What follows belongs to an exercise in optimizing a design on an open flow for small area; a production flow would make more cautious choices.
Where RTL was checked, it was by simulation tests only, not by an equivalence proof against the original.
Function not checked in run 1: the RTL went through the layout flow alone.

## flow/design.v (module list and top-level ports; edited modules follow where they fit)
// module FPExpAdder: 20 lines
// module FPExpDec: 16 lines
// module FloatingPointMultiplier: 1470 lines
// module FullAdder: 4 lines
// module HalfAdder: 4 lines
// module Or2: 3 lines
// module Aoi21: 3 lines
// module Oai21: 3 lines
// module Nand2: 3 lines
// module Nor2: 3 lines
// module Inv: 3 lines
// module Xor2: 3 lines
// module Xnor2: 3 lines
module FloatingPointMultiplier(
	input wire [26 : 0] in_1,
	input wire [26 : 0] in_2,
	input wire clk_pll,
	output wire [26 : 0] out
    );
  // ...
==> flow/flow/run.sh <==
#!/bin/bash
# Layout flow: the standard synthesis and layout, with the smallest buffer
# cell for the port buffers, synthesis buffers removed at floorplan, no
# timing-driven buffering during global placement, and cells on paths with
# slack sized down after global routing.
set -euo pipefail
bash standard.sh synth > synth.log 2>&1
bash standard.sh 'BUFFER_PORTS_ARGS=-buffer_cell sky130_fd_sc_hd__buf_1' REMOVE_ABC_BUFFERS=1 GPL_TIMING_DRIVEN=0 RECOVER_POWER=100 finish > layout.log 2>&1
==> flow/standard.sh <==
#!/bin/bash
# synth_recipe.tcl (not shown) runs the flow's synth.tcl, then flattens the netlist and writes it again
# the make line also repeats each setting of config.mk as NAME=value (left out here)
make -C /OpenROAD-flow-scripts/flow DESIGN_CONFIG=/design/flow/config.mk WORK_HOME=/design/flow/orfs CLKGATE_MAP_FILE= SYNTH_SCRIPT=/design/flow/synth_recipe.tcl "${@:-finish}"
==> flow/config.mk <==
export PLATFORM = sky130hd
export DESIGN_NAME = FloatingPointMultiplier
export DESIGN_NICKNAME = FloatingPointMultiplier
export VERILOG_FILES = /design/flow/design.v
export SDC_FILE = /design/flow/constraint.sdc
export NUM_CORES = 4
export LEC_CHECK = 0
export CAP_MARGIN = 20
export CORE_MARGIN = 2
export CORE_UTILIZATION = 40
export SLEW_MARGIN = 20
export SYNTH_HIERARCHICAL = 1
==> flow/constraint.sdc <==
create_clock -name core_clock -period 6.8 [get_ports {clk_pll}]
set_input_delay 1.3600 -clock core_clock [delete_from_list [all_inputs] [get_ports {clk_pll}]]
set_output_delay 1.3600 -clock core_clock [all_outputs]
set_load 0.01 [all_outputs]
==> flow_summary.yaml, run 1 <==
route:
  route.antenna.remaining_nets: 0
  route.detailed.drc: 0
  post_drt_wl_per_cell_um: 17.6
  met2WireLength_mm: 13.0
finish:
  finalInstanceArea_mm2: 0.0109
  top_regs: "pipe_nprod (18), pipe_exp (8)"
  multi_input_area_mm2: 0.00814
  final-clk-cell-share: 0.00962
critical_path:
  crit_type: "input port to flip-flop"
  worst_path_dominant_cell_family: "adder cells"
  critPathMaxFanout: 14
  critical_path.startpoint_type: "input port"
  required_arrival_time_at_the_worst_endpoint_ns: 6.96
  worstSetupPathDepth: 19
grt:
  grt-ovfl-total: 0
  total_routing_resource_utilization_after_global_routing: 0.198
  first_pass_grt_wire_length_mm: 37.9
  global_route.usage.met2: 0.345
floorplanning:
  floorplan.tapcells: 319
  number_of_rows_created_at_floorplan: 56
  pin_count: 82
clocking:
  cts_resized: 4
  clock_tree.root_cell: "sky130_fd_sc_hd__clkbuf_16"
  cts_post_setup_buffers_inserted: 0
  holdBufCountCts: 0
logic_synthesis:
  post_synth_main_area_contributors: "sky130_fd_sc_hd__fa_1, sky130_fd_sc_hd__nor2_1, sky130_fd_sc_hd__dfxtp_1"
  synth.top_cells.by_count: "sky130_fd_sc_hd__nor2_1, sky130_fd_sc_hd__fa_1, sky130_fd_sc_hd__inv_1"
  share_of_synthesized_flip_flops_with_an_asynchronous_set_or_reset: 0
place:
  detailedPlace.worstSlack_ns: -0.745
  place_area_mm2: 0.00976
timing:
  fin_hold_ws_ns: 1.29
  worst_slew_pin_slew_ns: 1.04
  maxClockFrequency_ghz: 0.151
run_status:
  run_status: "complete, no violations"
hold_path:
  min_from: "in_1[26]"
==> module FPExpAdder, before the edit <==
module FPExpAdder(
	input wire [7 : 0] in,
	input wire [7 : 0] change,
	output wire [7 : 0] out
    );
	wire [8 : 0] c;
	wire [7 : 0] s;
	assign c[0] = 1'b0;
	assign s[0] = in[0] ^ change[0];
	assign c[1] = in[0] & change[0];
	genvar i;
	generate
		for (i = 1; i < 8; i = i + 1) begin : bit_add
			FullAdder fa (.a(in[i]), .b(change[i]), .ci(c[i]), .s(s[i]), .co(c[i + 1]));
		end
	endgenerate
	wire ovf = c[7] ^ c[8];
	assign out[7] = ovf ? in[7] : s[7];
	assign out[6 : 0] = ovf ? {7{~in[7]}} : s[6 : 0];
endmodule
==> module FPExpDec, before the edit <==
module FPExpDec(
	input wire [7 : 0] in,
	input wire norm,
	output wire [7 : 0] out
    );
	wire [7 : 0] z;
	assign z[0] = 1'b1;
	genvar i;
	generate
		for (i = 1; i < 8; i = i + 1) begin : zero_chain
			assign z[i] = z[i - 1] & ~in[i - 1];
		end
	endgenerate
	wire dec = ~norm & ~(in[7] & z[7]);
	assign out = in ^ (z & {8{dec}});
endmodule
==> inputs of run 2 (changes only) <==
--- a/flow/design.v
+++ b/flow/design.v
@@ -1,44 +1,52 @@
 `timescale 1ns / 1ps
 module FPExpAdder(
 	input wire [7 : 0] in,
 	input wire [7 : 0] change,
-	output wire [7 : 0] out
+	output wire [7 : 0] nout
     );
 	wire [8 : 0] c;
 	wire [7 : 0] s;
-	assign c[0] = 1'b0;
-	assign s[0] = in[0] ^ change[0];
-	assign c[1] = in[0] & change[0];
+	HalfAdder ha0 (.a(in[0]), .b(change[0]), .s(s[0]), .co(c[1]));
 	genvar i;
 	generate
 		for (i = 1; i < 8; i = i + 1) begin : bit_add
 			FullAdder fa (.a(in[i]), .b(change[i]), .ci(c[i]), .s(s[i]), .co(c[i + 1]));
 		end
 	endgenerate
-	wire ovf = c[7] ^ c[8];
-	assign out[7] = ovf ? in[7] : s[7];
-	assign out[6 : 0] = ovf ? {7{~in[7]}} : s[6 : 0];
+	wire ovf;
+	Xor2 x_ovf (.a(c[7]), .b(c[8]), .y(ovf));
+	wire set_ones = ovf & ~in[7];
+	wire nset_zeros = ~(ovf & in[7]);
+	assign nout[6 : 0] = ~((s[6 : 0] | {7{set_ones}}) & {7{nset_zeros}});
+	Xnor2 x_sign (.a(s[7]), .b(ovf), .y(nout[7]));
 endmodule
 module FPExpDec(
-	input wire [7 : 0] in,
+	input wire [7 : 0] nin,
 	input wire norm,
 	output wire [7 : 0] out
     );
 	wire [7 : 0] z;
 	assign z[0] = 1'b1;
 	genvar i;
 	generate
 		for (i = 1; i < 8; i = i + 1) begin : zero_chain
-			assign z[i] = z[i - 1] & ~in[i - 1];
+			assign z[i] = z[i - 1] & nin[i - 1];
+		end
+	endgenerate
+	wire min_exp = ~nin[7] & z[7];
+	wire dec = ~(norm | min_exp);
+	wire [7 : 0] nflip;
+	generate
+		for (i = 0; i < 8; i = i + 1) begin : out_bit
+			Nand2 n_flip (.a(dec), .b(z[i]), .y(nflip[i]));
+			Xor2 x_out (.a(nin[i]), .b(nflip[i]), .y(out[i]));
 		end
 	endgenerate
-	wire dec = ~norm & ~(in[7] & z[7]);
-	assign out = in ^ (z & {8{dec}});
 endmodule
 `timescale 1ns / 1ps
 module FloatingPointMultiplier(
 	input wire [26 : 0] in_1,
 	input wire [26 : 0] in_2,
 	input wire clk_pll,
 	output wire [26 : 0] out
     );
@@ -1175,334 +1183,302 @@
 	Nor2 u_nor2_32 (.a(n113), .b(n111), .y(n115));
 	wire n116;
 	Inv u_inv_19 (.a(n18), .y(n116));
 	wire n117;
 	Inv u_inv_20 (.a(n19), .y(n117));
 	wire n118;
 	Aoi21 u_aoi21_3 (.a(n116), .b(n117), .c(n114), .y(n118));
 	wire n119;
-	Inv u_inv_21 (.a(n19), .y(n119));
+	Nand2 u_nand2_42 (.a(n117), .b(n115), .y(n119));
 	wire n120;
-	Nand2 u_nand2_42 (.a(n119), .b(n115), .y(n120));
+	Oai21 u_oai21_6 (.a(n23), .b(n24), .c(n20), .y(n120));
 	wire n121;
-	Oai21 u_oai21_6 (.a(n23), .b(n24), .c(n20), .y(n121));
+	Nor2 u_nor2_33 (.a(n24), .b(n21), .y(n121));
 	wire n122;
-	Nor2 u_nor2_33 (.a(n24), .b(n21), .y(n122));
+	Oai21 u_oai21_7 (.a(n29), .b(n30), .c(n26), .y(n122));
 	wire n123;
-	Oai21 u_oai21_7 (.a(n29), .b(n30), .c(n26), .y(n123));
+	Nor2 u_nor2_34 (.a(n30), .b(n27), .y(n123));
 	wire n124;
-	Nor2 u_nor2_34 (.a(n30), .b(n27), .y(n124));
+	Oai21 u_oai21_8 (.a(n35), .b(n36), .c(n32), .y(n124));
 	wire n125;
-	Oai21 u_oai21_8 (.a(n35), .b(n36), .c(n32), .y(n125));
+	Nor2 u_nor2_35 (.a(n36), .b(n33), .y(n125));
 	wire n126;
-	Nor2 u_nor2_35 (.a(n36), .b(n33), .y(n126));
+	Oai21 u_oai21_9 (.a(n41), .b(n42), .c(n38), .y(n126));
 	wire n127;
-	Oai21 u_oai21_9 (.a(n41), .b(n42), .c(n38), .y(n127));
+	Nor2 u_nor2_36 (.a(n42), .b(n39), .y(n127));
 	wire n128;
-	Nor2 u_nor2_36 (.a(n42), .b(n39), .y(n128));
+	Oai21 u_oai21_10 (.a(n47), .b(n48), .c(n44), .y(n128));
 	wire n129;
-	Oai21 u_oai21_10 (.a(n47), .b(n48), .c(n44), .y(n129));
+	Nor2 u_nor2_37 (.a(n48), .b(n45), .y(n129));
 	wire n130;
-	Nor2 u_nor2_37 (.a(n48), .b(n45), .y(n130));
+	Oai21 u_oai21_11 (.a(n53), .b(n54), .c(n50), .y(n130));
 	wire n131;
-	Oai21 u_oai21_11 (.a(n53), .b(n54), .c(n50), .y(n131));
+	Nor2 u_nor2_38 (.a(n54), .b(n51), .y(n131));
 	wire n132;
-	Nor2 u_nor2_38 (.a(n54), .b(n51), .y(n132));
+	Oai21 u_oai21_12 (.a(n59), .b(n60), .c(n56), .y(n132));
 	wire n133;
-	Oai21 u_oai21_12 (.a(n59), .b(n60), .c(n56), .y(n133));
+	Nor2 u_nor2_39 (.a(n60), .b(n57), .y(n133));
 	wire n134;
-	Nor2 u_nor2_39 (.a(n60), .b(n57), .y(n134));
+	Oai21 u_oai21_13 (.a(n65), .b(n66), .c(n62), .y(n134));
 	wire n135;
-	Oai21 u_oai21_13 (.a(n65), .b(n66), .c(n62), .y(n135));
+	Nor2 u_nor2_40 (.a(n66), .b(n63), .y(n135));
 	wire n136;
-	Nor2 u_nor2_40 (.a(n66), .b(n63), .y(n136));
+	Inv u_inv_21 (.a(n68), .y(n136));
 	wire n137;
-	Inv u_inv_22 (.a(n68), .y(n137));
+	Nand2 u_nand2_43 (.a(n1), .b(n136), .y(n137));
 	wire n138;
-	Nand2 u_nand2_43 (.a(n1), .b(n137), .y(n138));
+	Inv u_inv_22 (.a(n1), .y(n138));
 	wire n139;
-	Inv u_inv_23 (.a(n1), .y(n139));
+	Nor2 u_nor2_41 (.a(n138), .b(n69), .y(n139));
 	wire n140;
-	Nor2 u_nor2_41 (.a(n139), .b(n69), .y(n140));
+	Inv u_inv_23 (.a(n26), .y(n140));
 	wire n141;
-	Inv u_inv_24 (.a(n26), .y(n141));
+	Inv u_inv_24 (.a(n27), .y(n141));
 	wire n142;
-	Inv u_inv_25 (.a(n27), .y(n142));
+	Aoi21 u_aoi21_4 (.a(n140), .b(n141), .c(n120), .y(n142));
 	wire n143;
-	Aoi21 u_aoi21_4 (.a(n141), .b(n142), .c(n121), .y(n143));
+	Inv u_inv_25 (.a(n121), .y(n143));
 	wire n144;
-	Inv u_inv_26 (.a(n122), .y(n144));
+	Nor2 u_nor2_42 (.a(n27), .b(n143), .y(n144));
 	wire n145;
-	Nor2 u_nor2_42 (.a(n27), .b(n144), .y(n145));
+	Aoi21 u_aoi21_5 (.a(n122), .b(n123), .c(n120), .y(n145));
 	wire n146;
-	Aoi21 u_aoi21_5 (.a(n123), .b(n124), .c(n121), .y(n146));
+	Nand2 u_nand2_44 (.a(n123), .b(n121), .y(n146));
 	wire n147;
-	Nand2 u_nand2_44 (.a(n124), .b(n122), .y(n147));
+	Inv u_inv_26 (.a(n38), .y(n147));
 	wire n148;
-	Inv u_inv_27 (.a(n38), .y(n148));
+	Inv u_inv_27 (.a(n39), .y(n148));
 	wire n149;
-	Inv u_inv_28 (.a(n39), .y(n149));
+	Aoi21 u_aoi21_6 (.a(n147), .b(n148), .c(n124), .y(n149));
 	wire n150;
-	Aoi21 u_aoi21_6 (.a(n148), .b(n149), .c(n125), .y(n150));
+	Nand2 u_nand2_45 (.a(n148), .b(n125), .y(n150));
 	wire n151;
-	Inv u_inv_29 (.a(n39), .y(n151));
+	Aoi21 u_aoi21_7 (.a(n126), .b(n127), .c(n124), .y(n151));
 	wire n152;
-	Nand2 u_nand2_45 (.a(n151), .b(n126), .y(n152));
+	Nand2 u_nand2_46 (.a(n127), .b(n125), .y(n152));
 	wire n153;
-	Aoi21 u_aoi21_7 (.a(n127), .b(n128), .c(n125), .y(n153));
+	Inv u_inv_28 (.a(n50), .y(n153));
 	wire n154;
-	Nand2 u_nand2_46 (.a(n128), .b(n126), .y(n154));
+	Inv u_inv_29 (.a(n51), .y(n154));
 	wire n155;
-	Inv u_inv_30 (.a(n50), .y(n155));
+	Aoi21 u_aoi21_8 (.a(n153), .b(n154), .c(n128), .y(n155));
 	wire n156;
-	Inv u_inv_31 (.a(n51), .y(n156));
+	Nand2 u_nand2_47 (.a(n154), .b(n129), .y(n156));
 	wire n157;
-	Aoi21 u_aoi21_8 (.a(n155), .b(n156), .c(n129), .y(n157));
+	Aoi21 u_aoi21_9 (.a(n130), .b(n131), .c(n128), .y(n157));
 	wire n158;
-	Inv u_inv_32 (.a(n51), .y(n158));
+	Nand2 u_nand2_48 (.a(n131), .b(n129), .y(n158));
 	wire n159;
-	Nand2 u_nand2_47 (.a(n158), .b(n130), .y(n159));
+	Inv u_inv_30 (.a(n62), .y(n159));
 	wire n160;
-	Aoi21 u_aoi21_9 (.a(n131), .b(n132), .c(n129), .y(n160));
+	Inv u_inv_31 (.a(n63), .y(n160));
 	wire n161;
-	Nand2 u_nand2_48 (.a(n132), .b(n130), .y(n161));
+	Aoi21 u_aoi21_10 (.a(n159), .b(n160), .c(n132), .y(n161));
 	wire n162;
-	Inv u_inv_33 (.a(n62), .y(n162));
+	Nand2 u_nand2_49 (.a(n160), .b(n133), .y(n162));
 	wire n163;
-	Inv u_inv_34 (.a(n63), .y(n163));
+	Aoi21 u_aoi21_11 (.a(n134), .b(n135), .c(n132), .y(n163));
 	wire n164;
-	Aoi21 u_aoi21_10 (.a(n162), .b(n163), .c(n133), .y(n164));
+	Nand2 u_nand2_50 (.a(n135), .b(n133), .y(n164));
 	wire n165;
-	Inv u_inv_35 (.a(n63), .y(n165));
+	Oai21 u_oai21_14 (.a(n32), .b(n33), .c(n145), .y(n165));
 	wire n166;
-	Nand2 u_nand2_49 (.a(n165), .b(n134), .y(n166));
+	Nor2 u_nor2_43 (.a(n33), .b(n146), .y(n166));
 	wire n167;
-	Aoi21 u_aoi21_11 (.a(n135), .b(n136), .c(n133), .y(n167));
+	Inv u_inv_32 (.a(n124), .y(n167));
 	wire n168;
-	Nand2 u_nand2_50 (.a(n136), .b(n134), .y(n168));
+	Inv u_inv_33 (.a(n125), .y(n168));
 	wire n169;
-	Oai21 u_oai21_14 (.a(n32), .b(n33), .c(n146), .y(n169));
+	Oai21 u_oai21_15 (.a(n167), .b(n168), .c(n145), .y(n169));
 	wire n170;
-	Nor2 u_nor2_43 (.a(n33), .b(n147), .y(n170));
+	Nor2 u_nor2_44 (.a(n168), .b(n146), .y(n170));
 	wire n171;
-	Inv u_inv_36 (.a(n125), .y(n171));
+	Oai21 u_oai21_16 (.a(n149), .b(n150), .c(n145), .y(n171));
 	wire n172;
-	Inv u_inv_37 (.a(n126), .y(n172));
+	Nor2 u_nor2_45 (.a(n150), .b(n146), .y(n172));
 	wire n173;
-	Oai21 u_oai21_15 (.a(n171), .b(n172), .c(n146), .y(n173));
+	Oai21 u_oai21_17 (.a(n151), .b(n152), .c(n145), .y(n173));
 	wire n174;
-	Inv u_inv_38 (.a(n126), .y(n174));
+	Nor2 u_nor2_46 (.a(n152), .b(n146), .y(n174));
 	wire n175;
-	Nor2 u_nor2_44 (.a(n174), .b(n147), .y(n175));
+	Oai21 u_oai21_18 (.a(n56), .b(n57), .c(n157), .y(n175));
 	wire n176;
-	Oai21 u_oai21_16 (.a(n150), .b(n152), .c(n146), .y(n176));
+	Nor2 u_nor2_47 (.a(n57), .b(n158), .y(n176));
 	wire n177;
-	Nor2 u_nor2_45 (.a(n152), .b(n147), .y(n177));
+	Inv u_inv_34 (.a(n132), .y(n177));
 	wire n178;
-	Oai21 u_oai21_17 (.a(n153), .b(n154), .c(n146), .y(n178));
+	Inv u_inv_35 (.a(n133), .y(n178));
 	wire n179;
-	Nor2 u_nor2_46 (.a(n154), .b(n147), .y(n179));
+	Oai21 u_oai21_19 (.a(n177), .b(n178), .c(n157), .y(n179));
 	wire n180;
-	Oai21 u_oai21_18 (.a(n56), .b(n57), .c(n160), .y(n180));
+	Nor2 u_nor2_48 (.a(n178), .b(n158), .y(n180));
 	wire n181;
-	Nor2 u_nor2_47 (.a(n57), .b(n161), .y(n181));
+	Oai21 u_oai21_20 (.a(n161), .b(n162), .c(n157), .y(n181));
 	wire n182;
-	Inv u_inv_39 (.a(n133), .y(n182));
+	Nor2 u_nor2_49 (.a(n162), .b(n158), .y(n182));
 	wire n183;
-	Inv u_inv_40 (.a(n134), .y(n183));
+	Oai21 u_oai21_21 (.a(n163), .b(n164), .c(n157), .y(n183));
 	wire n184;
-	Oai21 u_oai21_19 (.a(n182), .b(n183), .c(n160), .y(n184));
+	Nor2 u_nor2_50 (.a(n164), .b(n158), .y(n184));
 	wire n185;
-	Inv u_inv_41 (.a(n134), .y(n185));
+	Inv u_inv_36 (.a(n44), .y(n185));
 	wire n186;
-	Nor2 u_nor2_48 (.a(n185), .b(n161), .y(n186));
+	Inv u_inv_37 (.a(n45), .y(n186));
 	wire n187;
-	Oai21 u_oai21_20 (.a(n164), .b(n166), .c(n160), .y(n187));
+	Aoi21 u_aoi21_12 (.a(n185), .b(n186), .c(n173), .y(n187));
 	wire n188;
-	Nor2 u_nor2_49 (.a(n166), .b(n161), .y(n188));
+	Nand2 u_nand2_51 (.a(n186), .b(n174), .y(n188));
 	wire n189;
-	Oai21 u_oai21_21 (.a(n167), .b(n168), .c(n160), .y(n189));
+	Aoi21 u_aoi21_13 (.a(n128), .b(n129), .c(n173), .y(n189));
 	wire n190;
-	Nor2 u_nor2_50 (.a(n168), .b(n161), .y(n190));
+	Nand2 u_nand2_52 (.a(n129), .b(n174), .y(n190));
 	wire n191;
-	Inv u_inv_42 (.a(n44), .y(n191));
+	Inv u_inv_38 (.a(n155), .y(n191));
 	wire n192;
-	Inv u_inv_43 (.a(n45), .y(n192));
+	Inv u_inv_39 (.a(n156), .y(n192));
 	wire n193;
-	Aoi21 u_aoi21_12 (.a(n191), .b(n192), .c(n178), .y(n193));
+	Aoi21 u_aoi21_14 (.a(n191), .b(n192), .c(n173), .y(n193));
 	wire n194;
-	Inv u_inv_44 (.a(n45), .y(n194));
+	Nand2 u_nand2_53 (.a(n192), .b(n174), .y(n194));
 	wire n195;
-	Nand2 u_nand2_51 (.a(n194), .b(n179), .y(n195));
+	Inv u_inv_40 (.a(n157), .y(n195));
 	wire n196;
-	Aoi21 u_aoi21_13 (.a(n129), .b(n130), .c(n178), .y(n196));
+	Inv u_inv_41 (.a(n158), .y(n196));
 	wire n197;
-	Nand2 u_nand2_52 (.a(n130), .b(n179), .y(n197));
+	Aoi21 u_aoi21_15 (.a(n195), .b(n196), .c(n173), .y(n197));
 	wire n198;
-	Inv u_inv_45 (.a(n157), .y(n198));
+	Nand2 u_nand2_54 (.a(n196), .b(n174), .y(n198));
 	wire n199;
-	Inv u_inv_46 (.a(n159), .y(n199));
+	Aoi21 u_aoi21_16 (.a(n175), .b(n176), .c(n173), .y(n199));
 	wire n200;
-	Aoi21 u_aoi21_14 (.a(n198), .b(n199), .c(n178), .y(n200));
+	Nand2 u_nand2_55 (.a(n176), .b(n174), .y(n200));
 	wire n201;
-	Inv u_inv_47 (.a(n159), .y(n201));
+	Aoi21 u_aoi21_17 (.a(n179), .b(n180), .c(n173), .y(n201));
 	wire n202;
-	Nand2 u_nand2_53 (.a(n201), .b(n179), .y(n202));
+	Nand2 u_nand2_56 (.a(n180), .b(n174), .y(n202));
 	wire n203;
-	Inv u_inv_48 (.a(n160), .y(n203));
+	Aoi21 u_aoi21_18 (.a(n181), .b(n182), .c(n173), .y(n203));
 	wire n204;
-	Inv u_inv_49 (.a(n161), .y(n204));
+	Nand2 u_nand2_57 (.a(n182), .b(n174), .y(n204));
 	wire n205;
-	Aoi21 u_aoi21_15 (.a(n203), .b(n204), .c(n178), .y(n205));
+	Aoi21 u_aoi21_19 (.a(n183), .b(n184), .c(n173), .y(n205));
 	wire n206;
-	Inv u_inv_50 (.a(n161), .y(n206));
+	Nand2 u_nand2_58 (.a(n184), .b(n174), .y(n206));
 	wire n207;
-	Nand2 u_nand2_54 (.a(n206), .b(n179), .y(n207));
+	Oai21 u_oai21_22 (.a(n68), .b(n69), .c(n205), .y(n207));
 	wire n208;
-	Aoi21 u_aoi21_16 (.a(n180), .b(n181), .c(n178), .y(n208));
+	Nor2 u_nor2_51 (.a(n69), .b(n206), .y(n208));
 	wire n209;
-	Nand2 u_nand2_55 (.a(n181), .b(n179), .y(n209));
+	Inv u_inv_42 (.a(n139), .y(n209));
 	wire n210;
-	Aoi21 u_aoi21_17 (.a(n184), .b(n186), .c(n178), .y(n210));
+	Oai21 u_oai21_23 (.a(n137), .b(n209), .c(n205), .y(n210));
 	wire n211;
-	Nand2 u_nand2_56 (.a(n186), .b(n179), .y(n211));
+	Nor2 u_nor2_52 (.a(n209), .b(n206), .y(n211));
 	wire n212;
-	Aoi21 u_aoi21_18 (.a(n187), .b(n188), .c(n178), .y(n212));
+	Oai21 u_oai21_24 (.a(n20), .b(n21), .c(n118), .y(n212));
 	wire n213;
-	Nand2 u_nand2_57 (.a(n188), .b(n179), .y(n213));
+	Inv u_inv_43 (.a(n120), .y(n213));
 	wire n214;
-	Aoi21 u_aoi21_19 (.a(n189), .b(n190), .c(n178), .y(n214));
+	Oai21 u_oai21_25 (.a(n213), .b(n143), .c(n118), .y(n214));
 	wire n215;
-	Nand2 u_nand2_58 (.a(n190), .b(n179), .y(n215));
+	Inv u_inv_44 (.a(n144), .y(n215));
 	wire n216;
-	Oai21 u_oai21_22 (.a(n68), .b(n69), .c(n214), .y(n216));
+	Oai21 u_oai21_26 (.a(n142), .b(n215), .c(n118), .y(n216));
 	wire n217;
-	Nor2 u_nor2_51 (.a(n69), .b(n215), .y(n217));
+	Oai21 u_oai21_27 (.a(n145), .b(n146), .c(n118), .y(n217));
 	wire n218;
-	Inv u_inv_51 (.a(n140), .y(n218));
+	Inv u_inv_45 (.a(n118), .y(n218));
 	wire n219;
-	Oai21 u_oai21_23 (.a(n138), .b(n218), .c(n214), .y(n219));
+	Aoi21 u_aoi21_20 (.a(n165), .b(n166), .c(n218), .y(n219));
 	wire n220;
-	Inv u_inv_52 (.a(n140), .y(n220));
+	Aoi21 u_aoi21_21 (.a(n169), .b(n170), .c(n218), .y(n220));
 	wire n221;
-	Nor2 u_nor2_52 (.a(n220), .b(n215), .y(n221));
+	Aoi21 u_aoi21_22 (.a(n171), .b(n172), .c(n218), .y(n221));
 	wire n222;
-	Oai21 u_oai21_24 (.a(n20), .b(n21), .c(n118), .y(n222));
+	Aoi21 u_aoi21_23 (.a(n173), .b(n174), .c(n218), .y(n222));
 	wire n223;
-	Inv u_inv_53 (.a(n121), .y(n223));
+	Oai21 u_oai21_28 (.a(n187), .b(n188), .c(n118), .y(n223));
 	wire n224;
-	Inv u_inv_54 (.a(n122), .y(n224));
+	Oai21 u_oai21_29 (.a(n189), .b(n190), .c(n118), .y(n224));
 	wire n225;
-	Oai21 u_oai21_25 (.a(n223), .b(n224), .c(n118), .y(n225));
+	Oai21 u_oai21_30 (.a(n193), .b(n194), .c(n118), .y(n225));
 	wire n226;
-	Inv u_inv_55 (.a(n145), .y(n226));
+	Oai21 u_oai21_31 (.a(n197), .b(n198), .c(n118), .y(n226));
 	wire n227;
-	Oai21 u_oai21_26 (.a(n143), .b(n226), .c(n118), .y(n227));
+	Oai21 u_oai21_32 (.a(n199), .b(n200), .c(n118), .y(n227));
 	wire n228;
-	Oai21 u_oai21_27 (.a(n146), .b(n147), .c(n118), .y(n228));
+	Oai21 u_oai21_33 (.a(n201), .b(n202), .c(n118), .y(n228));
 	wire n229;
-	Inv u_inv_56 (.a(n118), .y(n229));
+	Oai21 u_oai21_34 (.a(n203), .b(n204), .c(n118), .y(n229));
 	wire n230;
-	Aoi21 u_aoi21_20 (.a(n169), .b(n170), .c(n229), .y(n230));
+	Oai21 u_oai21_35 (.a(n205), .b(n206), .c(n118), .y(n230));
 	wire n231;
-	Inv u_inv_57 (.a(n118), .y(n231));
+	Aoi21 u_aoi21_24 (.a(n207), .b(n208), .c(n218), .y(n231));
 	wire n232;
-	Aoi21 u_aoi21_21 (.a(n173), .b(n175), .c(n231), .y(n232));
+	Aoi21 u_aoi21_25 (.a(n210), .b(n211), .c(n218), .y(n232));
 	wire n233;
-	Inv u_inv_58 (.a(n118), .y(n233));
+	Xor2 u_xor2_18 (.a(n22), .b(n118), .y(n233));
 	wire n234;
-	Aoi21 u_aoi21_22 (.a(n176), .b(n177), .c(n233), .y(n234));
+	Xnor2 u_xnor2_1 (.a(n25), .b(n212), .y(n234));
 	wire n235;
-	Inv u_inv_59 (.a(n118), .y(n235));
+	Xnor2 u_xnor2_2 (.a(n28), .b(n214), .y(n235));
 	wire n236;
-	Aoi21 u_aoi21_23 (.a(n178), .b(n179), .c(n235), .y(n236));
+	Xnor2 u_xnor2_3 (.a(n31), .b(n216), .y(n236));
 	wire n237;
-	Oai21 u_oai21_28 (.a(n193), .b(n195), .c(n118), .y(n237));
+	Xnor2 u_xnor2_4 (.a(n34), .b(n217), .y(n237));
 	wire n238;
-	Oai21 u_oai21_29 (.a(n196), .b(n197), .c(n118), .y(n238));
+	Xor2 u_xor2_19 (.a(n37), .b(n219), .y(n238));
 	wire n239;
-	Oai21 u_oai21_30 (.a(n200), .b(n202), .c(n118), .y(n239));
+	Xor2 u_xor2_20 (.a(n40), .b(n220), .y(n239));
 	wire n240;
-	Oai21 u_oai21_31 (.a(n205), .b(n207), .c(n118), .y(n240));
+	Xor2 u_xor2_21 (.a(n43), .b(n221), .y(n240));
 	wire n241;
-	Oai21 u_oai21_32 (.a(n208), .b(n209), .c(n118), .y(n241));
+	Xor2 u_xor2_22 (.a(n46), .b(n222), .y(n241));
 	wire n242;
-	Oai21 u_oai21_33 (.a(n210), .b(n211), .c(n118), .y(n242));
+	Xnor2 u_xnor2_5 (.a(n49), .b(n223), .y(n242));
 	wire n243;
-	Oai21 u_oai21_34 (.a(n212), .b(n213), .c(n118), .y(n243));
+	Xnor2 u_xnor2_6 (.a(n52), .b(n224), .y(n243));
 	wire n244;
-	Oai21 u_oai21_35 (.a(n214), .b(n215), .c(n118), .y(n244));
+	Xnor2 u_xnor2_7 (.a(n55), .b(n225), .y(n244));
 	wire n245;
-	Inv u_inv_60 (.a(n118), .y(n245));
+	Xnor2 u_xnor2_8 (.a(n58), .b(n226), .y(n245));
 	wire n246;
-	Aoi21 u_aoi21_24 (.a(n216), .b(n217), .c(n245), .y(n246));
+	Xnor2 u_xnor2_9 (.a(n61), .b(n227), .y(n246));
 	wire n247;
-	Inv u_inv_61 (.a(n118), .y(n247));
+	Xnor2 u_xnor2_10 (.a(n64), .b(n228), .y(n247));
 	wire n248;
-	Aoi21 u_aoi21_25 (.a(n219), .b(n221), .c(n247), .y(n248));
+	Xnor2 u_xnor2_11 (.a(n67), .b(n229), .y(n248));
 	wire n249;
-	Xor2 u_xor2_18 (.a(n22), .b(n118), .y(n249));
+	Xnor2 u_xnor2_12 (.a(n70), .b(n230), .y(n249));
 	wire n250;
-	Xnor2 u_xnor2_1 (.a(n25), .b(n222), .y(n250));
+	Xor2 u_xor2_23 (.a(n1), .b(n231), .y(n250));
 	wire n251;
-	Xnor2 u_xnor2_2 (.a(n28), .b(n225), .y(n251));
-	wire n252;
-	Xnor2 u_xnor2_3 (.a(n31), .b(n227), .y(n252));
-	wire n253;
-	Xnor2 u_xnor2_4 (.a(n34), .b(n228), .y(n253));
-	wire n254;
-	Xor2 u_xor2_19 (.a(n37), .b(n230), .y(n254));
-	wire n255;
-	Xor2 u_xor2_20 (.a(n40), .b(n232), .y(n255));
-	wire n256;
-	Xor2 u_xor2_21 (.a(n43), .b(n234), .y(n256));
-	wire n257;
-	Xor2 u_xor2_22 (.a(n46), .b(n236), .y(n257));
-	wire n258;
-	Xnor2 u_xnor2_5 (.a(n49), .b(n237), .y(n258));
-	wire n259;
-	Xnor2 u_xnor2_6 (.a(n52), .b(n238), .y(n259));
-	wire n260;
-	Xnor2 u_xnor2_7 (.a(n55), .b(n239), .y(n260));
-	wire n261;
-	Xnor2 u_xnor2_8 (.a(n58), .b(n240), .y(n261));
-	wire n262;
-	Xnor2 u_xnor2_9 (.a(n61), .b(n241), .y(n262));
-	wire n263;
-	Xnor2 u_xnor2_10 (.a(n64), .b(n242), .y(n263));
-	wire n264;
-	Xnor2 u_xnor2_11 (.a(n67), .b(n243), .y(n264));
-	wire n265;
-	Xnor2 u_xnor2_12 (.a(n70), .b(n244), .y(n265));
-	wire n266;
-	Xor2 u_xor2_23 (.a(n1), .b(n246), .y(n266));
-	wire n267;
-	Xor2 u_xor2_24 (.a(f524), .b(n248), .y(n267));
-	wire [35 : 17] nprod = {n267, n266, n265, n264, n263, n262, n261, n260, n259, n258, n257, n256, n255, n254, n253, n252, n251, n250, n249};
-	wire [7 : 0] exp_sum;
+	Xor2 u_xor2_24 (.a(f524), .b(n232), .y(n251));
+	wire [35 : 17] nprod = {n251, n250, n249, n248, n247, n246, n245, n244, n243, n242, n241, n240, n239, n238, n237, n236, n235, n234, n233};
+	wire [7 : 0] nexp_sum;
 	FPExpAdder fp_exp_adder (
 		.in(in_1[25 : 18]),
 		.change(in_2[25 : 18]),
-		.out(exp_sum)
+		.nout(nexp_sum)
 	);
 	reg pipe_sign;
-	reg [7 : 0] pipe_exp;
+	reg [7 : 0] pipe_nexp;
 	reg pipe_norm;
 	reg [34 : 17] pipe_nprod;
 	always @(posedge clk_pll)
 	begin
 		pipe_sign <= in_1[26] ^ in_2[26];
 		pipe_norm <= ~nprod[35];
 		pipe_nprod <= nprod[34 : 17];
-		pipe_exp <= exp_sum;
+		pipe_nexp <= nexp_sum;
 	end
 	wire [7 : 0] exp_out;
 	FPExpDec fp_exp_dec (
-		.in(pipe_exp),
+		.nin(pipe_nexp),
 		.norm(pipe_norm),
 		.out(exp_out)
 	);
 	assign out[26] = pipe_sign;
 	assign out[25 : 18] = exp_out;
 	assign out[17] = 1'b1;
 	assign out[16 : 0] = ~(pipe_norm ? pipe_nprod[34 : 18] : pipe_nprod[33 : 17]);
 endmodule
==> flow/flow/run.sh (replaced) <==
#!/bin/bash
# Layout flow: the standard synthesis and layout, with the smallest buffer
# cell for the port buffers instead of the one buffer_ports picks by default.
set -euo pipefail
bash standard.sh synth > synth.log 2>&1
bash standard.sh 'BUFFER_PORTS_ARGS=-buffer_cell sky130_fd_sc_hd__buf_1' finish > layout.log 2>&1
==> flow/config.mk (replaced) <==
export PLATFORM = sky130hd
export DESIGN_NAME = FloatingPointMultiplier
export DESIGN_NICKNAME = FloatingPointMultiplier
export VERILOG_FILES = /design/flow/design.v
export SDC_FILE = /design/flow/constraint.sdc
export NUM_CORES = 4
export LEC_CHECK = 0
export CAP_MARGIN = 20
export CORE_MARGIN = 2
export CORE_UTILIZATION = 65
export PLACE_DENSITY = 0.8
export SLEW_MARGIN = 20
export SYNTH_HIERARCHICAL = 1
==> run 2 against run 1 <==
Still clean on timing, DRC and antenna. Synthesized cell count fell by 2.1%. Cell area fell by 8.8%. Sequential share of layout area rose by 0.50 points. First-iteration DRC count rose by 11%. Critical path depth did not move. Routed wire length fell by 11%. Via count fell by 3.6%. Sequential cell count did not move. Area after synthesis fell by 1.5%.
==> flow_summary.yaml, run 2 <==
run_status:
  run_status: "complete, no violations"
critical_path:
  critical_path.slowest_cell: "sky130_fd_sc_hd__fa_1"
  worstSetupEndpointType: "flip-flop"
  critical_path.most_common_cell: "sky130_fd_sc_hd__fa_1"
  critical_path.startpoint_type: "input port"
  timing.critical_path.arrival_ns: 6.44
  cpPeakStageDelay_ns: 0.59
  crit_type: "input port to flip-flop"
  critPathMaxFanout: 12
  required_arrival_time_at_the_worst_endpoint_ns: 6.96
  crit_path_cell_trace: "buf_1 -> inv_1 -> buf_4 -> nor2_1 -> fa_1 -> fa_1 -> fa_1 -> fa_1 -> fa_1 -> fa_1 -> nor2_1 -> nor2_1 -> nand2_1 -> nor2_1 -> nand2_1 -> nor2_1 -> a21oi_2 -> xor2_1 -> inv_1"
place:
  place.gp.congestion: 0.964
  detailedPlace.worstSlack_ns: 0.300
  dp_hpwl_mm: 19.3
  dpl.cell_count: 1231
  port-buffer-count: 78
grt:
  antenna_found_initial: 0
  via_count_of_the_first_global_routing_pass: 7648
  first_pass_grt_wire_length_mm: 36.8
  grt-ovfl-total: 0
  total_routing_resource_utilization_after_global_routing: 0.319
  grt_start_max_net_pins: 19
finish:
  top_regs: "pipe_nprod (18), pipe_nexp (8)"
  layout-drive-gt1-share: 0.0796
  final_cells: 1235
  antenna_cells_inserted: 0
  fillerInstances: 1034
  largest_register_ffs: 18
  layout_commonest_cell: "sky130_fd_sc_hd__nor2_1"
  flow.area_growth_from_synthesis_pct: 6.80
  fin_util: 0.715
  register_with_the_most_flip_flops: "pipe_nprod"
  finish.net_count: 1391
  most-common-layout-cells: "sky130_fd_sc_hd__nor2_1, sky130_fd_sc_hd__fa_1, sky130_fd_sc_hd__buf_1"
floorplanning:
  full_die_area_mm2: 0.0153
  initial_core_util: 0.669
  pin_count: 82
  coreArea_mm2: 0.0139
  die-width_um: 124
  die_height_um: 124
  number_of_rows_created_at_floorplan: 43
route:
  route.antenna.remaining_nets: 0
  route.detailed.drc: 0
  total_vias_in_the_final_route: 7151
  drt_wl_total_mm: 22.6
  via_per_inst: 5.79
  detailedRoute.firstPassIterationCount: 6
  drtIter0Drc: 559
  post_drt_wl_per_cell_um: 18.3
clocking:
  holdBufCountCts: 0
  clk_pin_slew_worst_paths_ns: 0.06
  cts_max_path_buffers: 2
  cts_resized: 0
  clock_tree.root_cell: "sky130_fd_sc_hd__clkbuf_16"
  cts_sinks: 28
  tritoncts.num_buffers: 3
  cts_post_setup_buffers_inserted: 0
  cts_htree_levels: 1
  tritoncts: "built"
timing:
  grt_setup_unrepaired: "false"
  report.final.hold_viol_count: 0
  relSlewSlack: 0.372
  final-setup-viol-count: 0
  maxClockFrequency_ghz: 0.159
  setup_ws_ns: 0.521
  worst_slew_pin_slew_ns: 0.941
  minimum_clock_period_after_layout_ns: 6.28
  setup-tns-final_ns: 0
  min_period_over_period: 0.923
  drv_slew: 0
  fin_hold_ws_ns: 1.30
logic_synthesis:
  synth_largest_area_cell: "sky130_fd_sc_hd__fa_1"
  ys_seq_area_frac: 0.0601
  synthFlopType: "sky130_fd_sc_hd__dfxtp_1"
  per_instance_average_area_after_synthesis_um2: 9.40
  synth_xor_xnor_area_share: 0.0441
  yosys.cell_count.top_type: "sky130_fd_sc_hd__nor2_1"
  synth_compound_area_frac: 0.0466
  largest_family_of_logic_cells_by_synthesized_area: "adder cells"
  synth.top_cells.by_count: "sky130_fd_sc_hd__nor2_1, sky130_fd_sc_hd__fa_1, sky130_fd_sc_hd__inv_1"
  synth-adder-area-share: 0.592
  synth-seq-cells: 28
  synth.lib_cells_used.distinct: 25
  synthMuxAreaShare: 0.0182
  share_of_synthesized_flip_flops_with_an_asynchronous_set_or_reset: 0
  synth_enable_flop_cells: 0
  top_area_cell_type_share_of_the_netlist_area: 0.577
  synthSimpleGateAreaFrac: 0.167
  syn-instance-count: 992
  netlist_area_mm2: 0.00933
  yosys_warnings: 7
  post_synth_main_area_contributors: "sky130_fd_sc_hd__fa_1, sky130_fd_sc_hd__nor2_1, sky130_fd_sc_hd__dfxtp_1"
hold_path:
  min_delay_path_depth: 2
  worst_hold_path_class: "input port to flip-flop"
job:
  maxCapViolCount: 0
-- run 2: logic make-up (layout without fill, tap and decap cells) --
group           after synthesis  count (layout)
compound gates               68              68
xor+xnor                     47              47
fa+ha+maj                   280             280
buf+inv                     146             209
flops                        28              28
mux                          17              17
other cells                   2               2
simple gates                404             404
-- run 2: critical path, delay by kind of cell --
kind,cells,cell delay (ns)
adder cells (fa/ha/maj),6,3.04
AND/OR/NAND/NOR,7,0.95
buffers and inverters,4,0.86
XOR/XNOR,1,0.15
AO/OA/AOI/OAI,1,0.07
-- run 2: path summary, 6_finish.rpt --
check / slack (ns) / to / start
setup / recovery: 0.52 / pipe_norm / in_1[7]
hold / removal: 1.30 / pipe_sign / in_1[26]
-- run 2: through the flow --
stage	area (µm²)
floorplan	9330
global placement	9860
detailed placement	9860
CTS	9960
global route	9960
finish	9960
-- run 2: cell type report --
| class | count | area, µm² | area share |
|---|---|---|---|
| timing repair buffer | 131 | 691 | 0.0693 |
| sequential | 28 | 561 | 0.0563 |
| clock inverter | 1 | 30.0 | 0.00301 |
| tap | 180 | 225 | 0.0226 |
| multi-input combinational | 818 | 8100 | 0.813 |
| inverter | 74 | 278 | 0.0279 |
| clock buffer | 3 | 75.1 | 0.00754 |
-- run 2: per-module statistics from Yosys (local to each module, per instance), excerpt --
module	cell area, µm²	flops+latches	cells inside	times used
FullAdder	20.0	0	1	269
Xnor2	8.76	0	1	13
Nor2	3.75	0	1	49
FloatingPointMultiplier	2210	28	408	1
HalfAdder	12.5	0	1	11
Aoi21	8.76	0	1	25
FPExpDec	63.8	0	9	1
Oai21	5.00	0	1	35
Nand2	3.75	0	1	58
-- run 2: routing by layer --
metal  part of all wire  routed length, µm  global-route usage  vias to the layer above
met4              0.049               1100               0.146                        0
met5                  0                  0                   0                        -
li1                   -                  -                   -                     3078
met3              0.091               2060              0.0504                       99
met1               0.35               8000               0.411                     3515
met2               0.51              11400               0.537                      459
==> inputs of run 3 (changes only) <==
--- a/flow/config.mk
+++ b/flow/config.mk
@@ -8,6 +8,5 @@
 export CAP_MARGIN = 20
 export CORE_MARGIN = 2
-export CORE_UTILIZATION = 65
-export PLACE_DENSITY = 0.8
+export CORE_UTILIZATION = 40
 export SLEW_MARGIN = 20
 export SYNTH_HIERARCHICAL = 1
==> run 3 against run 2 <==
Still clean on timing, DRC and antenna. Sequential cell count is the same. Sequential share of layout area shrank 0.11 points. Maximum frequency grew 0.93%. First-iteration DRC count shrank 30%. Worst hold slack lost 0.0097 ns. Largest cell class unchanged.
==> flow_summary.yaml, run 3 <==
run_status:
  run_status: "complete, no violations"
logic_synthesis:
  synth_compound_area_frac: 0.0466
  synth.top_cells.by_count: "sky130_fd_sc_hd__nor2_1, sky130_fd_sc_hd__fa_1, sky130_fd_sc_hd__inv_1"
  synthSimpleGateAreaFrac: 0.167
  synth_xor_xnor_area_share: 0.0441
  netlist_area_mm2: 0.00933
  yosys_warnings: 7
  synth.lib_cells_used.distinct: 25
  syn-instance-count: 992
  synth_enable_flop_cells: 0
  synth_largest_area_cell: "sky130_fd_sc_hd__fa_1"
  share_of_synthesized_flip_flops_with_an_asynchronous_set_or_reset: 0
  yosys.cell_count.top_type: "sky130_fd_sc_hd__nor2_1"
  synthFlopType: "sky130_fd_sc_hd__dfxtp_1"
  synthMuxAreaShare: 0.0182
  synth-adder-area-share: 0.592
  per_instance_average_area_after_synthesis_um2: 9.40
  top_area_cell_type_share_of_the_netlist_area: 0.577
  post_synth_main_area_contributors: "sky130_fd_sc_hd__fa_1, sky130_fd_sc_hd__nor2_1, sky130_fd_sc_hd__dfxtp_1"
  largest_family_of_logic_cells_by_synthesized_area: "adder cells"
  ys_seq_area_frac: 0.0601
  synth-seq-cells: 28
floorplanning:
  coreArea_mm2: 0.0228
  die_height_um: 157
  initial_core_util: 0.409
  die-width_um: 157
  pin_count: 82
  number_of_rows_created_at_floorplan: 55
  full_die_area_mm2: 0.0246
finish:
  final_cells: 1373
  top_regs: "pipe_nprod (18), pipe_nexp (8)"
  most-common-layout-cells: "sky130_fd_sc_hd__nor2_1, sky130_fd_sc_hd__fa_1, sky130_fd_sc_hd__buf_1"
  register_with_the_most_flip_flops: "pipe_nprod"
  finish.net_count: 1396
  antenna_cells_inserted: 0
  layout_commonest_cell: "sky130_fd_sc_hd__nor2_1"
  largest_register_ffs: 18
  flow.area_growth_from_synthesis_pct: 8.95
  layout-drive-gt1-share: 0.0840
job:
  maxCapViolCount: 0
timing:
  setup-tns-final_ns: 0
  minimum_clock_period_after_layout_ns: 6.22
  maxClockFrequency_ghz: 0.161
  relSlewSlack: 0.365
  drv_slew: 0
  final-setup-viol-count: 0
  worst_slew_pin_slew_ns: 0.951
  report.final.hold_viol_count: 0
  min_period_over_period: 0.915
  grt_setup_unrepaired: "false"
critical_path:
  required_arrival_time_at_the_worst_endpoint_ns: 6.97
  critical_path.startpoint_type: "input port"
  critPathMaxFanout: 12
  worstSetupEndpointType: "flip-flop"
  timing.critical_path.arrival_ns: 6.39
  crit_type: "input port to flip-flop"
route:
  route.detailed.drc: 0
  drtIter0Drc: 392
  detailedRoute.firstPassIterationCount: 5
  drt_wl_total_mm: 24.1
  post_drt_wl_per_cell_um: 17.5
  route.antenna.remaining_nets: 0
  total_vias_in_the_final_route: 6886
  via_per_inst: 5.02
clocking:
  cts_htree_levels: 1
  clk_pin_slew_worst_paths_ns: 0.06
  cts_post_setup_buffers_inserted: 0
  tritoncts.num_buffers: 3
  cts_sinks: 28
  cts_resized: 0
  clock_tree.root_cell: "sky130_fd_sc_hd__clkbuf_16"
  holdBufCountCts: 0
  tritoncts: "built"
  cts_max_path_buffers: 2
place:
  dp_hpwl_mm: 20.8
  dpl.cell_count: 1369
  port-buffer-count: 78
  place.gp.congestion: 0.913
grt:
  antenna_found_initial: 0
  grt_start_max_net_pins: 19
  via_count_of_the_first_global_routing_pass: 7520
  total_routing_resource_utilization_after_global_routing: 0.209
  first_pass_grt_wire_length_mm: 39.2
  grt-ovfl-total: 0
hold_path:
  worst_hold_path_class: "input port to flip-flop"
-- run 3: cell counts after synthesis --
No cell type changed its count.
-- run 3: final cells by class --
class | instances | area (µm²)
Sequential cell | 28 | 561
Clock buffer | 4 | 88.8
Inverter | 74 | 278
Multi-Input combinational cell | 818 | 8100
Tap cell | 313 | 392
Timing Repair Buffer | 136 | 741
Fill cell | 2206 | 12600
-- run 3: cells by family after synthesis --
group                      Yosys count
other                                2
xor gates and xnor gates            47
AOI/OAI and AO/OA                   68
muxes                               17
adders and majority gates          280
DFF                                 28
and+or+nand+nor                    404
buffers and inverters              146
-- run 3: routing by layer --
metal	routed length, µm	GRT usage	up-vias
met2	12200	0.365	279
met5	0	0	-
met3	1660	0.0318	59
met1	9180	0.264	3463
li1	-	-	3085
met4	1020	0.0765	0
-- run 3: worst paths after layout --
path	from	cells after the start	slack, ns	end
worst min-delay path	in_1[26]	2	1.29	pipe_sign
worst max-delay path	in_1[10]	18	0.58	pipe_nprod[27]
-- run 3: per-module statistics from Yosys, one instance, submodules excluded --
module,flops+latches,cells inside,area (µm²),copies in the design
Nand2,0,1,3.75,58
FPExpAdder,0,10,56.3,1
Nor2,0,1,3.75,49
Xor2,0,1,8.76,33
FPExpDec,0,9,63.8,1
HalfAdder,0,1,12.5,11
Xnor2,0,1,8.76,13
FullAdder,0,1,20.0,269
Aoi21,0,1,8.76,25
FloatingPointMultiplier,28,408,2210,1
Oai21,0,1,5.00,35
Inv,0,1,3.75,72
-- run 3: critical path: stages --
cell	delay (ns)
sky130_fd_sc_hd__buf_1	0.11
sky130_fd_sc_hd__inv_1	0.36
sky130_fd_sc_hd__nor2_1	0.12
sky130_fd_sc_hd__fa_1	0.53
sky130_fd_sc_hd__fa_1	0.46
sky130_fd_sc_hd__fa_1	0.45
sky130_fd_sc_hd__fa_1	0.39
sky130_fd_sc_hd__fa_1	0.45
sky130_fd_sc_hd__fa_1	0.39
sky130_fd_sc_hd__fa_1	0.54
sky130_fd_sc_hd__nor2_1	0.09
sky130_fd_sc_hd__nor2_1	0.17
sky130_fd_sc_hd__a21oi_2	0.10
sky130_fd_sc_hd__o21ai_1	0.29
sky130_fd_sc_hd__buf_4	0.24
sky130_fd_sc_hd__a21oi_2	0.06
sky130_fd_sc_hd__o21ai_1	0.10
sky130_fd_sc_hd__xnor2_1	0.16
-- run 3: metrics by stage --
step           utilization  hold slack [ns]  worst slack, ns  cell area, µm²
2_1_floorplan            -             1.45            0.251            9330
3_3_place_gp         0.442             1.55            0.323           10100
3_5_place_dp         0.442             1.57            0.313           10100
4_1_cts              0.446             1.29            0.572           10200
5_1_grt              0.446             1.29            0.252           10200
6_report             0.446             1.29            0.578           10200

## separate check: timing with driven ports
In the flow no input, the clock included, has a driving cell. The finished layouts below were timed again as built, in two steps. Step 1: set_driving_cell puts a clkbuf_16 on clk_pll and a buf_2 on each other input, an assumption about the parent block. Step 2 also shifts input and output timing later by t, the mid clock arrival at the registers, as if the neighbouring blocks saw the same clock. a / b / c = ideal / step 1 / step 2; a / b = the first two.
| run | t (ns) | slack for setup (ns) | worst hold slack (ns) |
|---|---|---|---|
| run 1 | 0.294 | 0.183 / 0.192 / -0.102 | 1.285 / 1.274 / 1.568 |
| run 2 | 0.287 | 0.521 / 0.531 / 0.244 | 1.301 / 1.296 / 1.583 |
| run 3 | 0.285 | 0.578 / 0.585 / 0.300 | 1.291 / 1.284 / 1.569 |
Met with ideal ports but missed after step 2: setup timing in run 1. The setup slack of run 1, which loses most, moves by +0.009 ns with the drivers and by -0.285 ns with both steps.
